Source: an optimization exercise on an open RTL-to-GDS flow (aim: small area). Production flows keep margins and buffers that such runs may drop. In this exercise RTL edits were held to simulation tests only and were not proved equivalent to the original.

==> flow/design.v <==
module debounce(btn,clk,btn_pulse);
    parameter times=5000;
    input btn,clk;
    output reg btn_pulse;
    reg [12:0] N;		     
    always@(posedge clk) begin
        if (btn_pulse) begin
            if (btn==0&&N>0) begin
                N<=N-1;
            end
            else if(btn==0&&N==0) begin
                N<=0;
                btn_pulse<=0;
            end
            else begin
                N<=5000;
            end
        end
        else begin
            if (btn&&N<times) begin
                N<=N+1;
            end
            else if(btn&&N==times) begin
                N<=N;
                btn_pulse<=1;
            end
            else begin
                N<=0;
            end
        end
    end
endmodule
module rand_gen (clk,sw7,out);
    input clk,sw7;
    output reg [6:0] out;
    reg [31:0] state;
    always @(posedge clk) begin
        if (!sw7) begin
            state <= 0;
        end
        else begin
            state <= state * 32'h343fd + 32'h269EC3;
        end
        out <= (state >> 16) & 16'h7fff;
    end
endmodule
module segment (seg_data,seg_led);
    input [3:0] seg_data;
    output [7:0] seg_led;
    reg [7:0] seg_led_r;
    always @(*) begin
        case (seg_data)
            4'd0: seg_led_r = 8'h3f;
            4'd1: seg_led_r = 8'h06;
            4'd2: seg_led_r = 8'h5b;
            4'd3: seg_led_r = 8'h4f;
            4'd4: seg_led_r = 8'h66;
            4'd5: seg_led_r = 8'h6d;
            4'd6: seg_led_r = 8'h7d;
            4'd7: seg_led_r = 8'h07;
            4'd8: seg_led_r = 8'h7f;
            4'd9: seg_led_r = 8'h6f;
            default: seg_led_r = 8'h00;
        endcase
    end
    assign seg_led = seg_led_r;
endmodule
module countdown(clk,countdown_times,leave_times,sw7,game_state,countdown_state);
    input clk,sw7;
    input [1:0] game_state;
    input [4:0] countdown_times;
    output reg [4:0] leave_times;
    output reg [1:0] countdown_state;
    reg [19:0] second;           
    always @(posedge clk) begin
        if (!sw7) begin
            leave_times<=0;
            countdown_state<=0;
            second<=0;
        end
        else begin
            if (game_state==1) begin
                if (countdown_state==0) begin
                    leave_times<=countdown_times;
                    countdown_state<=1;
                end
                else begin
                    if (second==999999) begin
                        if (leave_times>1) begin
                            leave_times<=leave_times-1;
                            second<=0;
                        end
                        else begin
                            countdown_state<=2;
                            leave_times<=0;
                            second<=0;
                        end
                    end
                    else begin
                        second<=second+1;
                    end
                end
            end
            else if (game_state==2) begin
                if(countdown_state==2) begin
                    leave_times<=countdown_times;
                    countdown_state<=3;
                end
                else begin
                    if (second==999999) begin
                        if (leave_times>1) begin
                            leave_times<=leave_times-1;
                            second<=0;
                        end
                        else begin
                            countdown_state<=0;
                            leave_times<=0;
                            second<=0;
                        end
                    end
                    else begin
                        second<=second+1;
                    end
                end
            end
            else begin
                leave_times<=0;
                countdown_state<=0;
                second<=0;
            end
        end
    end
endmodule
module disp(clk,sw7,game_state,leave_times,seg_cat,seg_led,user_defined_cdtime);
    input clk;
    input sw7;
    input [4:0] leave_times;
    input [1:0] game_state;
    input [4:0] user_defined_cdtime;
    output reg [7:0] seg_cat;
    output [7:0] seg_led;
    reg [3:0] num [0:1];     
    always @(posedge clk) begin
        if (!sw7) begin
            num[0]<=15;
            num[1]<=15;
            seg_cat<=8'b11111111;
        end
        else begin
            if(game_state==0) begin
                if (seg_cat==8'b11111111) begin
                    seg_cat<=8'b11111110;
                end
                else begin
                    if (user_defined_cdtime>=30) begin
                        num[1]<=3;
                        num[0]<=0;
                    end
                    else if (user_defined_cdtime>=20) begin
                        num[1]<=2;
                        num[0]<=user_defined_cdtime-20;
                    end
                    else if (user_defined_cdtime>=10) begin
                        num[1]<=1;
                        num[0]<=user_defined_cdtime-10;
                    end
                    else begin
                        num[1]<=0;
                        num[0]<=user_defined_cdtime;
                    end
                    if (seg_cat==8'b11111110) begin
                        seg_cat<=8'b11111101;
                    end
                    else if(seg_cat==8'b11111101) begin
                        seg_cat<=8'b11111110;
                    end
                    else begin
                        seg_cat<=8'b11111111;
                    end
                end
            end
            else if (game_state==1||game_state==2) begin
                if (seg_cat==8'b11111111) begin
                    seg_cat<=8'b11111110;
                end
                else begin
                    if (leave_times-1>=20) begin
                        num[1]<=2;
                        num[0]<=leave_times-21;
                    end
                    else if (leave_times-1>=10) begin
                        num[1]<=1;
                        num[0]<=leave_times-11;
                    end
                    else begin
                        num[1]<=0;
                        num[0]<=leave_times-1;
                    end
                    if (seg_cat==8'b11111110) begin
                        seg_cat<=8'b11111101;
                    end
                    else if(seg_cat==8'b11111101) begin
                        seg_cat<=8'b11111110;
                    end
                    else begin
                        seg_cat<=8'b11111111;
                    end
                end
            end
            else begin
                num[0]<=15;
                num[1]<=15;
                seg_cat<=8'b11111111;
            end
        end
    end
    segment segment1(
                .seg_data(num[seg_cat[0]]),
                .seg_led(seg_led)
            );
endmodule
module music(clk,sw7,buzzer,success,music_state,game_state,leave_times);
    input clk,sw7,success;
    input [4:0] leave_times;
    input [1:0] game_state;
    output reg buzzer;
    output reg [1:0] music_state;
    reg [10:0] per;
    reg [6:0] cnt0;
    reg [16:0] time_cnt;
    reg [11:0] one_cnt;
    reg di;
    localparam
        A2 = 110,
        A2_ = 117,
        B2 = 123,
        C3 = 131,
        C3_ = 139,
        D3 = 147,
        D3_ = 156,
        E3 = 165,
        F3 = 175,
        F3_ = 185,
        G3 = 196,
        G3_ = 208,
        A3 = 220,
        A3_ = 233,
        B3 = 247,
        C4 = 262,
        C4_ = 277,
        D4 = 294,
        D4_ = 311,
        E4 = 330,
        F4 = 349,
        F4_ = 370,
        G4 = 392,
        G4_ = 415,
        A4 = 440,
        A4_ = 466,
        B4 = 494,
        C5 = 522,
        C5_ = 554,
        D5 = 587,
        D5_ = 622,
        E5 = 659,
        F5 = 698,
        F5_ = 740,
        G5 = 784,
        G5_ = 831,
        A5 = 880,
        A5_ = 932,
        B5 = 988,
        C6 = 1047;
    always @(posedge clk) begin
        if (!sw7) begin
            per<=0;
            cnt0<=0;
            time_cnt<=0;
            one_cnt<=0;
            music_state<=0;
            buzzer<=0;
            di<=0;
        end
        else
        if (game_state==2) begin
            if (di==1) begin
                if (one_cnt<958) begin
                    one_cnt<=one_cnt+1;
                end
                else begin
                    one_cnt<=0;
                    buzzer<=!buzzer;
                end
                if (per<=1023) begin
                    if (cnt0<121) begin
                        cnt0<=cnt0+1;
                    end
                    else begin
                        cnt0<=0;
                        per<=per+1;
                    end
                end
                else begin
                    buzzer<=0;
                    one_cnt<=0;
                    per<=0;
                    cnt0<=0;
                    di<=0;
                end
            end
            else begin
                if (one_cnt<15+leave_times*43) begin
                    if(per<999) begin
                        per<=per+1;
                    end
                    else begin
                        per<=0;
                        one_cnt<=one_cnt+1;
                    end
                end
                else begin
                    one_cnt<=0;
                    per<=0;
                    di<=1;
                end
            end
        end
        else if (game_state==3) begin
            if (music_state==0) begin
                music_state<=1;
                one_cnt<=0;
                time_cnt<=0;
                buzzer<=0;
                per<=0;
                cnt0<=0;
            end
            else begin
                if (success==1) begin
                    case (cnt0)
                        0:
                            per=G3;
                        1:
                            per=G3;
                        2:
                            per=G3;
                        3:
                            per=C4;
                        4:
                            per=C4;
                        5:
                            per=E4;
                        6:
                            per=E4;
                        7:
                            per=E4;
                        8:
                            per=G4;
                        9:
                            per=G4;
                        10:
                            per=G4;
                        11:
                            per=C5;
                        12:
                            per=C5;
                        13:
                            per=E5;
                        14:
                            per=E5;
                        15:
                            per=E5;
                        16:
                            per=G5;
                        17:
                            per=G5;
                        18:
                            per=G5;
                        19:
                            per=G5;
                        20:
                            per=G5;
                        21:
                            per=G5;
                        22:
                            per=G5;
                        23:
                            per=G5;
                        24:
                            per=E5;
                        25:
                            per=E5;
                        26:
                            per=E5;
                        27:
                            per=E5;
                        28:
                            per=E5;
                        29:
                            per=E5;
                        30:
                            per=E5;
                        31:
                            per=E5;
                        32:
                            per=G3_;
                        33:
                            per=G3_;
                        34:
                            per=G3_;
                        35:
                            per=C4;
                        36:
                            per=C4;
                        37:
                            per=D4_;
                        38:
                            per=D4_;
                        39:
                            per=D4_;
                        40:
                            per=G4_;
                        41:
                            per=G4_;
                        42:
                            per=G4_;
                        43:
                            per=C5;
                        44:
                            per=C5;
                        45:
                            per=D5_;
                        46:
                            per=D5_;
                        47:
                            per=D5_;
                        48:
                            per=A5_;
                        49:
                            per=A5_;
                        50:
                            per=A5_;
                        51:
                            per=A5_;
                        52:
                            per=A5_;
                        53:
                            per=A5_;
                        54:
                            per=A5_;
                        55:
                            per=A5_;
                        56:
                            per=D5_;
                        57:
                            per=D5_;
                        58:
                            per=D5_;
                        59:
                            per=D5_;
                        60:
                            per=D5_;
                        61:
                            per=D5_;
                        62:
                            per=D5_;
                        63:
                            per=D5_;
                        64:
                            per=A3_;
                        65:
                            per=A3_;
                        66:
                            per=A3_;
                        67:
                            per=D4;
                        68:
                            per=D4;
                        69:
                            per=F4;
                        70:
                            per=F4;
                        71:
                            per=F4;
                        72:
                            per=A4_;
                        73:
                            per=A4_;
                        74:
                            per=A4_;
                        75:
                            per=D5;
                        76:
                            per=D5;
                        77:
                            per=F5;
                        78:
                            per=F5;
                        79:
                            per=F5;
                        80:
                            per=A5_;
                        81:
                            per=A5_;
                        82:
                            per=A5_;
                        83:
                            per=A5_;
                        84:
                            per=A5_;
                        85:
                            per=A5_;
                        86:
                            per=A5_;
                        87:
                            per=A5_;
                        88:
                            per=A5_;
                        89:
                            per=A5_;
                        90:
                            per=A5_;
                        91:
                            per=A5_;
                        92:
                            per=A5_;
                        93:
                            per=A5_;
                        94:
                            per=A5_;
                        95:
                            per=A5_;
                        96:
                            per=C6;
                        97:
                            per=C6;
                        98:
                            per=C6;
                        99:
                            per=C6;
                        100:
                            per=C6;
                        101:
                            per=C6;
                        102:
                            per=C6;
                        103:
                            per=C6;
                        104:
                            per=C6;
                        105:
                            per=C6;
                        106:
                            per=C6;
                        107:
                            per=C6;
                        108:
                            per=C6;
                        109:
                            per=C6;
                        110:
                            per=C6;
                        111:
                            per=C6;
                        default: begin
                            music_state<=2;
                        end
                    endcase
                end
                else begin
                    case (cnt0)
                        0:
                            per=C5;
                        1:
                            per=C5;
                        2:
                            per=C5;
                        3:
                            per=C5;
                        4:
                            per=C5;
                        5:
                            per=G4;
                        6:
                            per=G4;
                        7:
                            per=G4;
                        8:
                            per=G4;
                        9:
                            per=G4;
                        10:
                            per=E4;
                        11:
                            per=E4;
                        12:
                            per=E4;
                        13:
                            per=E4;
                        14:
                            per=A4;
                        15:
                            per=A4;
                        16:
                            per=B4;
                        17:
                            per=B4;
                        18:
                            per=A4;
                        19:
                            per=A4;
                        20:
                            per=G4_;
                        21:
                            per=G4_;
                        22:
                            per=A4_;
                        23:
                            per=A4_;
                        24:
                            per=G4_;
                        25:
                            per=G4_;
                        26:
                            per=E4;
                        27:
                            per=E4;
                        28:
                            per=D4;
                        29:
                            per=D4;
                        30:
                            per=E4;
                        31:
                            per=E4;
                        32:
                            per=E4;
                        33:
                            per=E4;
                        34:
                            per=E4;
                        35:
                            per=E4;
                        36:
                            per=E4;
                        37:
                            per=E4;
                        default: begin
                            music_state<=2;
                        end
                    endcase
                end
                if (time_cnt<=120000-success*60000-1) begin
                    time_cnt<=time_cnt+1;
                    if(one_cnt*per<=500000) begin
                        one_cnt<=one_cnt+1;
                    end
                    else begin
                        one_cnt<=0;
                        buzzer<=!buzzer;
                    end
                end
                else begin
                    buzzer<=0;
                    time_cnt<=0;
                    cnt0<=cnt0+1;
                    one_cnt<=0;
                end
            end
        end
        else begin
            music_state<=0;
            buzzer<=0;
            per<=0;
            cnt0<=0;
            time_cnt<=0;
            one_cnt<=0;
        end
    end
endmodule
module cartoon (sw7,game_state,clk,green,red,row,leave_times,success);
    input [1:0] game_state;
    input success;
    input clk,sw7;
    input [4:0] leave_times;
    output [7:0] green,red;
    output reg [7:0] row;
    reg [7:0] red_cartoon [7:0];     
    reg [7:0] green_cartoon [7:0];   
    wire [7:0] scan [7:0];           
    reg [2:0] cnt;                   
    reg [20:0] times;                
    assign scan[0]=8'b11111110;
    assign scan[1]=8'b11111101;
    assign scan[2]=8'b11111011;
    assign scan[3]=8'b11110111;
    assign scan[4]=8'b11101111;
    assign scan[5]=8'b11011111;
    assign scan[6]=8'b10111111;
    assign scan[7]=8'b01111111;
    always @(posedge clk) begin
        if (!sw7) begin
            cnt<=0;
            row<=scan[0];
        end
        else begin
            cnt<=cnt+3'd1;
            row<=scan[cnt+3'd1];
        end
    end
    always @(posedge clk) begin
        if (!sw7) begin
            times<=0;
            red_cartoon[0]<=8'b00000000;
            red_cartoon[1]<=8'b00000000;
            red_cartoon[2]<=8'b00000000;
            red_cartoon[3]<=8'b00000000;
            red_cartoon[4]<=8'b00000000;
            red_cartoon[5]<=8'b00000000;
            red_cartoon[6]<=8'b00000000;
            red_cartoon[7]<=8'b00000000;
            green_cartoon[0]<=8'b00000000;
            green_cartoon[1]<=8'b00000000;
            green_cartoon[2]<=8'b00000000;
            green_cartoon[3]<=8'b00000000;
            green_cartoon[4]<=8'b00000000;
            green_cartoon[5]<=8'b00000000;
            green_cartoon[6]<=8'b00000000;
            green_cartoon[7]<=8'b00000000;
        end
        else begin 
            if (game_state==0) begin
                red_cartoon[0]<=8'b00011000;
                red_cartoon[1]<=8'b00011000;
                red_cartoon[2]<=8'b00011000;
                red_cartoon[3]<=8'b00011000;
                red_cartoon[4]<=8'b00011000;
                red_cartoon[5]<=8'b00100100;
                red_cartoon[6]<=8'b00100100;
                red_cartoon[7]<=8'b00011000;
                green_cartoon[0]<=8'b00011000;
                green_cartoon[1]<=8'b00011000;
                green_cartoon[2]<=8'b00011000;
                green_cartoon[3]<=8'b00011000;
                green_cartoon[4]<=8'b00000000;
                green_cartoon[5]<=8'b00000000;
                green_cartoon[6]<=8'b00000000;
                green_cartoon[7]<=8'b00000000;
            end
            else if (game_state==1) begin
                red_cartoon[0]<=8'b00011000;
                red_cartoon[1]<=8'b00011000;
                red_cartoon[2]<=8'b00011000;
                red_cartoon[3]<=8'b00011000;
                red_cartoon[4]<=8'b00011000;
                red_cartoon[5]<=8'b00100100;
                red_cartoon[6]<=8'b00100100;
                red_cartoon[7]<=8'b00011000;
                green_cartoon[0]<=8'b00011000;
                green_cartoon[1]<=8'b00011000;
                green_cartoon[2]<=8'b00011000;
                green_cartoon[3]<=8'b00011000;
                green_cartoon[4]<=8'b00000000;
                green_cartoon[5]<=8'b00000000;
                green_cartoon[6]<=8'b00000000;
                green_cartoon[7]<=8'b00000000;
            end
            else if (game_state==2) begin
                if (leave_times-1>=15) begin
                    red_cartoon[0]<=8'b00011000;
                    red_cartoon[1]<=8'b00011000;
                    red_cartoon[2]<=8'b00011000;
                    red_cartoon[3]<=8'b00011000;
                    red_cartoon[4]<=8'b00011000;
                    red_cartoon[5]<=8'b00100100;
                    red_cartoon[6]<=8'b00100100;
                    red_cartoon[7]<=8'b00011000;
                    green_cartoon[0]<=8'b00011000;
                    green_cartoon[1]<=8'b00011000;
                    green_cartoon[2]<=8'b00011000;
                    green_cartoon[3]<=8'b00011000;
                    green_cartoon[4]<=8'b00000000;
                    green_cartoon[5]<=8'b00000000;
                    green_cartoon[6]<=8'b00000000;
                    green_cartoon[7]<=8'b00000000;
                end
                else if (leave_times-1>=10) begin
                    red_cartoon[0]<=8'b00000000;
                    green_cartoon[0]<=8'b00000000;
                end
                else if(leave_times-1>=5) begin
                    red_cartoon[1]<=8'b00000000;
                    green_cartoon[1]<=8'b00000000;
                end
                else if (leave_times-1>0) begin
                    red_cartoon[2]<=8'b00000000;
                    green_cartoon[2]<=8'b00000000;
                end
                else begin
                    red_cartoon[3]<=8'b00000000;
                    green_cartoon[3]<=8'b00000000;
                end
                times<=0;
            end
            else if(game_state==3) begin
                green_cartoon[0]<=8'b00000000;
                green_cartoon[1]<=8'b00000000;
                green_cartoon[2]<=8'b00000000;
                green_cartoon[3]<=8'b00000000;
                green_cartoon[4]<=8'b00000000;
                green_cartoon[5]<=8'b00000000;
                green_cartoon[6]<=8'b00000000;
                green_cartoon[7]<=8'b00000000;
                if (success==1) begin
                    times<=times+1;
                    if (times<=100000) begin
                        red_cartoon[0]<=8'b00000000;
                        red_cartoon[1]<=8'b01100110;
                        red_cartoon[2]<=8'b00000000;
                        red_cartoon[3]<=8'b00000000;
                        red_cartoon[4]<=8'b00000000;
                        red_cartoon[5]<=8'b00000000;
                        red_cartoon[6]<=8'b00000000;
                        red_cartoon[7]<=8'b00000000;
                    end
                    else if(times<=200000) begin
                        red_cartoon[2]<=8'b11111111;
                    end
                    else if(times<=300000) begin
                        red_cartoon[3]<=8'b11111111;
                    end
                    else if(times<=400000) begin
                        red_cartoon[1]<=8'b00000000;
                        red_cartoon[4]<=8'b11111111;
                    end
                    else if (times<=500000) begin
                        red_cartoon[2]<=8'b00000000;
                        red_cartoon[5]<=8'b01111110;
                    end
                    else if(times<=600000) begin
                        red_cartoon[3]<=8'b00000000;
                        red_cartoon[6]<=8'b00111100;
                    end
                    else if(times<=700000) begin
                        red_cartoon[4]<=8'b00000000;
                        red_cartoon[7]<=8'b00011000;
                    end
                    else if (times<=800000) begin
                        red_cartoon[5]<=8'b00000000;
                    end
                    else if(times<=900000) begin
                        red_cartoon[6]<=8'b00000000;
                    end
                    else if(times<=1000000) begin
                        red_cartoon[7]<=8'b00000000;
                    end
                    else if(times<=1250000) begin
                        red_cartoon[0]<=8'b00000000;
                        red_cartoon[1]<=8'b01100110;
                        red_cartoon[2]<=8'b11111111;
                        red_cartoon[3]<=8'b11111111;
                        red_cartoon[4]<=8'b11111111;
                        red_cartoon[5]<=8'b01111110;
                        red_cartoon[6]<=8'b00111100;
                        red_cartoon[7]<=8'b00011000;
                    end
                    else if(times<=1500000) begin
                        red_cartoon[0]<=8'b00000000;
                        red_cartoon[1]<=8'b00000000;
                        red_cartoon[2]<=8'b00000000;
                        red_cartoon[3]<=8'b00000000;
                        red_cartoon[4]<=8'b00000000;
                        red_cartoon[5]<=8'b00000000;
                        red_cartoon[6]<=8'b00000000;
                        red_cartoon[7]<=8'b00000000;
                    end
                    else if(times<=1750000) begin
                        red_cartoon[0]<=8'b00000000;
                        red_cartoon[1]<=8'b01100110;
                        red_cartoon[2]<=8'b11111111;
                        red_cartoon[3]<=8'b11111111;
                        red_cartoon[4]<=8'b11111111;
                        red_cartoon[5]<=8'b01111110;
                        red_cartoon[6]<=8'b00111100;
                        red_cartoon[7]<=8'b00011000;
                    end
                    else if(times<=2000000) begin
                        red_cartoon[0]<=8'b00000000;
                        red_cartoon[1]<=8'b00000000;
                        red_cartoon[2]<=8'b00000000;
                        red_cartoon[3]<=8'b00000000;
                        red_cartoon[4]<=8'b00000000;
                        red_cartoon[5]<=8'b00000000;
                        red_cartoon[6]<=8'b00000000;
                        red_cartoon[7]<=8'b00000000;
                    end
                    else begin
                        times<=0;
                    end
                end
                else begin
                    if (times<=500000) begin
                        times<=times+1;
                        red_cartoon[0]<=8'b00000000;
                        red_cartoon[1]<=8'b01000000;
                        red_cartoon[2]<=8'b11110111;
                        red_cartoon[3]<=8'b01010101;
                        red_cartoon[4]<=8'b01010101;
                        red_cartoon[5]<=8'b01010101;
                        red_cartoon[6]<=8'b01010111;
                        red_cartoon[7]<=8'b00000000;
                    end
                    else if(times<=1000000) begin
                        times<=times+1;
                        red_cartoon[0]<=8'b00000000;
                        red_cartoon[1]<=8'b11000100;
                        red_cartoon[2]<=8'b00000100;
                        red_cartoon[3]<=8'b11011111;
                        red_cartoon[4]<=8'b00010101;
                        red_cartoon[5]<=8'b00011111;
                        red_cartoon[6]<=8'b01010101;
                        red_cartoon[7]<=8'b10011111;
                    end
                    else begin
                        times<=0;
                    end
                end
            end
        end
    end
    assign red=red_cartoon[cnt];
    assign green=green_cartoon[cnt];
endmodule
module boom_pro(sw7,start,clk,led,seg,sw_input,row,seg_cat,btn6,buzzer,green,red);
    input sw7,start,clk,btn6;        
    input [6:0] sw_input;            
    output buzzer;                   
    output [7:0] row,red,green;      
    output [7:0] seg_cat;            
    output [7:0] seg;                
    output reg [6:0] led;            
    reg [1:0] ps_input_times;        
    reg success;                     
    reg [6:0] password;              
    reg [1:0] game_state;            
    reg [4:0] countdown_times;       
    reg [4:0] user_defined_cdtime;   
    reg btn6_before;                 
    wire [4:0] leave_times;          
    wire [1:0] music_state;          
    wire [1:0] countdown_state;      
    wire [6:0] changing_pw;          
    wire btn6_pulse;                 
    wire start_pulse;                
    always @(posedge clk) begin
        if (!sw7) begin
            btn6_before<=0;
            user_defined_cdtime<=0;
            ps_input_times<=0;
            led<=0;
            success<=0;
            game_state<=0;
            password<=0;
            countdown_times<=0;
            user_defined_cdtime<=0;
        end
        else begin
            if (game_state==0) begin
                if (start_pulse) begin
                    success<=0;
                    btn6_before<=0;
                    game_state<=1;
                    countdown_times<=5;
                    password<=changing_pw;
                end
                if (sw_input[6]==1) begin
                    if (sw_input[4:0]>30) begin
                        user_defined_cdtime<=30;
                    end
                    else begin
                        user_defined_cdtime<=sw_input[4:0];
                    end
                end
                else begin
                    user_defined_cdtime<=20;
                end
            end
            else if (game_state==1) begin
                led<=password;
                if (countdown_state==2&&leave_times==0) begin
                    countdown_times<=user_defined_cdtime;
                    game_state<=2;
                    led<=0;
                end
            end
            else if (game_state==2) begin
                led<=sw_input;
                if (ps_input_times<2) begin
                    if (btn6_pulse==1&&btn6_before==0) begin
                        if (sw_input==password) begin
                            game_state<=3;
                            success<=1;
                            led<=0;
                        end
                        else begin
                            ps_input_times<=ps_input_times+1;
                        end
                    end
                    if (countdown_state==0&&leave_times==0) begin
                        game_state<=3;
                        success<=0;
                        led<=0;
                    end
                end
                else begin
                    game_state<=3;
                    success<=0;
                    led<=0;
                end
                btn6_before<=btn6_pulse;
            end
            else if (game_state==3) begin
                if (music_state==2) begin
                    game_state<=0;
                    success<=0;
                    password<=0;
                    countdown_times<=0;
                    ps_input_times<=0;
                end
            end
        end
    end
    debounce debounce1(
                 .btn(start),
                 .clk(clk),
                 .btn_pulse(start_pulse));
    debounce debounce2(
                 .btn(btn6),
                 .clk(clk),
                 .btn_pulse(btn6_pulse));
    rand_gen rand1(
             .clk(clk),
             .sw7(sw7),
             .out(changing_pw));
    disp disp1(
             .clk(clk),
             .sw7(sw7),
             .leave_times(leave_times),
             .user_defined_cdtime(user_defined_cdtime),
             .game_state (game_state),
             .seg_cat(seg_cat),
             .seg_led(seg));
    countdown countdown1(
                  .clk(clk),
                  .sw7(sw7),
                  .game_state(game_state),
                  .countdown_times(countdown_times),
                  .leave_times(leave_times),
                  .countdown_state(countdown_state));
    music music1(
              .clk(clk),
              .sw7(sw7),
              .success(success),
              .game_state(game_state),
              .leave_times(leave_times),
              .buzzer(buzzer),
              .music_state(music_state));
    cartoon cartoon1(
                .game_state(game_state),
                .success(success),
                .clk(clk),
                .sw7(sw7),
                .leave_times(leave_times),
                .green(green),
                .red(red),
                .row(row)
            );
endmodule
==> flow/run.sh <==
#!/bin/bash
# synth_recipe.tcl (not shown) runs the flow's synth.tcl, then flattens the netlist and writes it again
# the make line also repeats each setting of config.mk as NAME=value (left out here)
make -C /OpenROAD-flow-scripts/flow DESIGN_CONFIG=/design/flow/config.mk WORK_HOME=/design/flow/orfs CLKGATE_MAP_FILE= SYNTH_SCRIPT=/design/flow/synth_recipe.tcl finish
==> flow/config.mk <==
export PLATFORM = sky130hd
export DESIGN_NAME = boom_pro
export DESIGN_NICKNAME = boom_pro
export VERILOG_FILES = /design/flow/design.v
export SDC_FILE = /design/flow/constraint.sdc
export NUM_CORES = 4
export LEC_CHECK = 0
export CAP_MARGIN = 20
export CORE_MARGIN = 2
export CORE_UTILIZATION = 40
export SLEW_MARGIN = 20
==> flow/constraint.sdc <==
create_clock -name core_clock -period 20.0 [get_ports {clk}]
set_input_delay 4.0000 -clock core_clock [delete_from_list [all_inputs] [get_ports {clk}]]
set_output_delay 4.0000 -clock core_clock [all_outputs]
set_load 0.01 [all_outputs]
==> run notes <==
-- per-stage QoR --
step | instance area (µm²) | utilization, % | cells
final | 27410 | 43.61 | 3857
after detailed placement | 26290 | 41.83 | 3805
after CTS | 27400 | 43.60 | 3857
after global placement | 26290 | 41.83 | 3805
after global routing | 27410 | 43.61 | 3857
after floorplan | 25400 | - | 3066
-- per-layer routing --
metal  vias up  global-route usage [%]  wire length, µm
met2       560                   34.13            31490
met3       109                   2.020             3196
met5         -                       0                0
met1     10640                   27.65            30230
met4         0                   4.207             1293
li1      10470                       -                -
-- layout by cell type (no fill, tap or decap), types with 12 or more instances in the layout --
master	count
a211oi_1	28
a21o_1	24
a21oi_1	174
a221oi_1	19
a22oi_1	38
a31oi_1	28
and2_1	81
and3_1	45
buf_4	14
clkbuf_16	31
clkdlybuf4s50_1	44
conb_1	13
dfxtp_1	219
edfxtp_1	26
fa_1	203
ha_1	237
inv_1	283
mux2i_1	20
nand2_1	270
nand2b_1	28
nand3_1	94
nand4_1	32
nor2_1	278
nor2b_1	26
nor3_1	82
nor4_1	24
o211ai_1	20
o21a_1	23
o21ai_0	115
o21ai_1	39
o22ai_1	16
o31ai_1	17
or2_2	12
or3_1	17
xnor2_1	70
xor2_1	66
-- registers in the layout, summed over array words and instances, names as in the netlist, 8 cells and up --
register / cells
debounce1.N: 13
countdown1.second: 20
cartoon1.times: 21
music1.per: 11
rand1.state: 23
music1.one_cnt: 12
cartoon1.red_cartoon: 34
cartoon1.row: 8
music1.time_cnt: 17
debounce2.N: 13
-- cell type report --
type	instances	area share, %
Multi-Input combinational cell	2369	67.32
Sequential cell	245	18.84
Inverter	286	3.921
Tap cell	846	3.862
Clock buffer	36	3.081
Timing Repair Buffer	59	2.009
Clock inverter	16	0.9632
-- worst max path at each step --
stage	startpoint	end	cells after the start
after floorplan	music1.cnt0[0]	music1.one_cnt[2]	30
after global placement	music1.cnt0[0]	music1.one_cnt[5]	28
after detailed placement	music1.cnt0[0]	music1.one_cnt[5]	27
after CTS	music1.cnt0[0]	music1.one_cnt[5]	27
after global routing	music1.cnt0[0]	music1.one_cnt[5]	28
final	music1.cnt0[0]	music1.one_cnt[5]	27
-- logic make-up after synthesis --
kind of cell	count (synthesis)
xor gates and xnor gates	136
AOI/OAI and AO/OA	686
other	2
DFF	245
adders and majority gates	441
muxes	26
and+or+nand+nor	1067
buffers and inverters	452
-- cells in the mapped netlist, drive strengths merged, types with 8 or more instances --
cell / count / area (µm²)
inv: 285 / 1070
nor2: 280 / 1070
nand2: 270 / 1013
ha: 238 / 2978
dfxtp: 219 / 4384
fa: 203 / 4064
a21oi: 179 / 910.9
o21ai: 155 / 779.5
clkbuf: 118 / 442.9
nand3: 94 / 470.5
nor3: 87 / 466.7
and2: 82 / 515.5
xnor2: 70 / 613.1
xor2: 66 / 578.1
buf: 48 / 280.3
and3: 46 / 292.8
a22oi: 38 / 285.3
nand4: 32 / 200.2
a211oi: 31 / 255.2
a31oi: 29 / 187.7
nor4: 29 / 221.5
nand2b: 28 / 175.2
edfxtp: 26 / 780.8
nor2b: 26 / 162.7
a21o: 24 / 180.2
o21a: 23 / 172.7
o211ai: 21 / 162.6
mux2i: 20 / 200.2
a221oi: 19 / 166.4
or3: 19 / 128.9
o31ai: 18 / 148.9
o22ai: 16 / 100.1
or2: 14 / 87.58
a21boi: 10 / 78.83
o22a: 10 / 87.58
nand3b: 9 / 67.56
o21bai: 9 / 67.56
or4: 9 / 67.56
a211o: 8 / 70.07
a31o: 8 / 70.07
nor3b: 8 / 60.06
==> results.cfg <==
[placed_design]
finalWeightedCongestion = 0.9170
portBuffers = 45
post-place-ws_ns = 10.65
dp_hpwl_mm = 50.39

[clock_tree]
cts_hold_buffers = 0
postCtsSetupBuffers = 0
clkTransAtPathRegs_ns = 0.06
post_cts_resized = 0
clk_root_buffer_cell = clkbuf_16
cts.sinks = 245
cts_tree = built
clkLatencyLatePin_ns = 0.58
numCtsBuffers = 29
cts_max_level = 1
cts_buffer_depth = 3

[logic_synthesis]
synth_xor_area_share_pct = 4.697
synthSimpleGateAreaFrac_pct = 20.96
synthArstFlopShare_pct = 0
ys.warnings.count = 12
synth_cells = 3055
netlist_area_um2 = 25360
synth-main-ff-cell = dfxtp_1
ys_ff_latch = 245
synthAdderAreaFrac_pct = 27.77
synth_area_per_cell_um2 = 8.302
synth_compound_area_share_pct = 18.03
synth_edf_count = 26
yosysSeqAreaShare_pct = 20.37
synth.distinct_cells = 107
synth.area.mux_share_pct = 1.071
synth_top_family_by_area = adder cells

[setup_path]
crit_top_cell = fa_1
slowest_stage = a21oi_1
r2r-end = music1.one_cnt[5]
rr_worst_depth = 27
r2r_slack_ns = 10.52
timing.critical_path.buf_inv = 1
cp-end-kind = flip-flop
cp.arrival_ns = 9.98
cp_data_required_time_ns = 20.50
max_stage_delay_ns = 0.88
critical_path_class = reg -> reg
rr_startpoint = music1.cnt0[0]
start_kind = flip-flop
critPathMaxFanout = 13
crit_family = adder cells

[run]
cap_violations = 0

[floorplanning]
die_w_um = 255.8
initial_core_util_pct = 40.35
core_um2 = 62850
ios = 59
die-area_um2 = 65430
num_rows = 92
die_h_um = 255.8

[drt]
drt_iter0_markers = 1484
viasPerCell = 5.647
dr.pass1.iters = 8
ant_nets = 0
finalWirelength_mm = 66.21
routed-via-count = 21780
drc_errors = 0
avgRoutedWirePerCell_um = 17.17

[global_route]
gr-usage-all-layers_pct = 20.08
gr-total-overflow = 0
antenna_found_initial = 0
grt_max_degree = 78
grt_pass1_vias = 21760
grt_pass1_wl_mm = 111.9

[sta]
fin_crit_sh_pct = 47.40
drv_slew = 0
setup_slack_ns = 10.52
clock.fmax_ghz = 0.1055
finClkSkew_ns = 0.02872
finalHoldViolations = 0
fin_crit_ns = 9.479
rsz0062_at_grt = false
setup-violations-final = 0
slew_headroom_pct = 23.88
fin_worst_hold_slack_ns = 0.3717
tns_ns = 0
worstMarginPinSlew_ns = 1.142

[worst_hold_path]
min_path_type = reg -> reg
holdPathEnd = rand1.out[6]
min_path_cells = 0
hp-start = rand1.state[22]

[final_layout]
final-seq-area_um2 = 5165
fin_nets = 3442
nFillCells = 6253
multiInputGateArea_um2 = 18450
drive_gt1_share_pct = 4.417
area_growth_pct = 8.071
diodes = 0

[status]
status = timing/DRC/antenna clean

[separate check: timing with driven ports]
How much do the figures lean on ideal ports? The routed layout below was timed once more, with nothing changed but the port constraints.
Step 1 (the two cells are an assumption about what drives the block):
set clk [get_ports {clk}]
set_driving_cell -lib_cell sky130_fd_sc_hd__clkbuf_16 $clk
set_driving_cell -lib_cell sky130_fd_sc_hd__buf_2 [delete_from_list [all_inputs] $clk]
Step 2, shift: input delay + t, output delay - t, t = (earliest + latest rising clock arrival at the registers) / 2. This alone moves slack from input paths to output paths.
Three values: ideal, step 1, step 2; two values: the first two.
t, ns: 0.627
setup slack, ns: 10.521 / 10.521 / 10.521
worst setup path at the end: register to register
worst register clock-pin slew, ns: 0.07 / 0.07
cell pins on the clock port's net: 1
After both steps this run still meets setup and hold. The setup slack of this run moves by 0.000 ns with the drivers and by 0.000 ns with both steps.
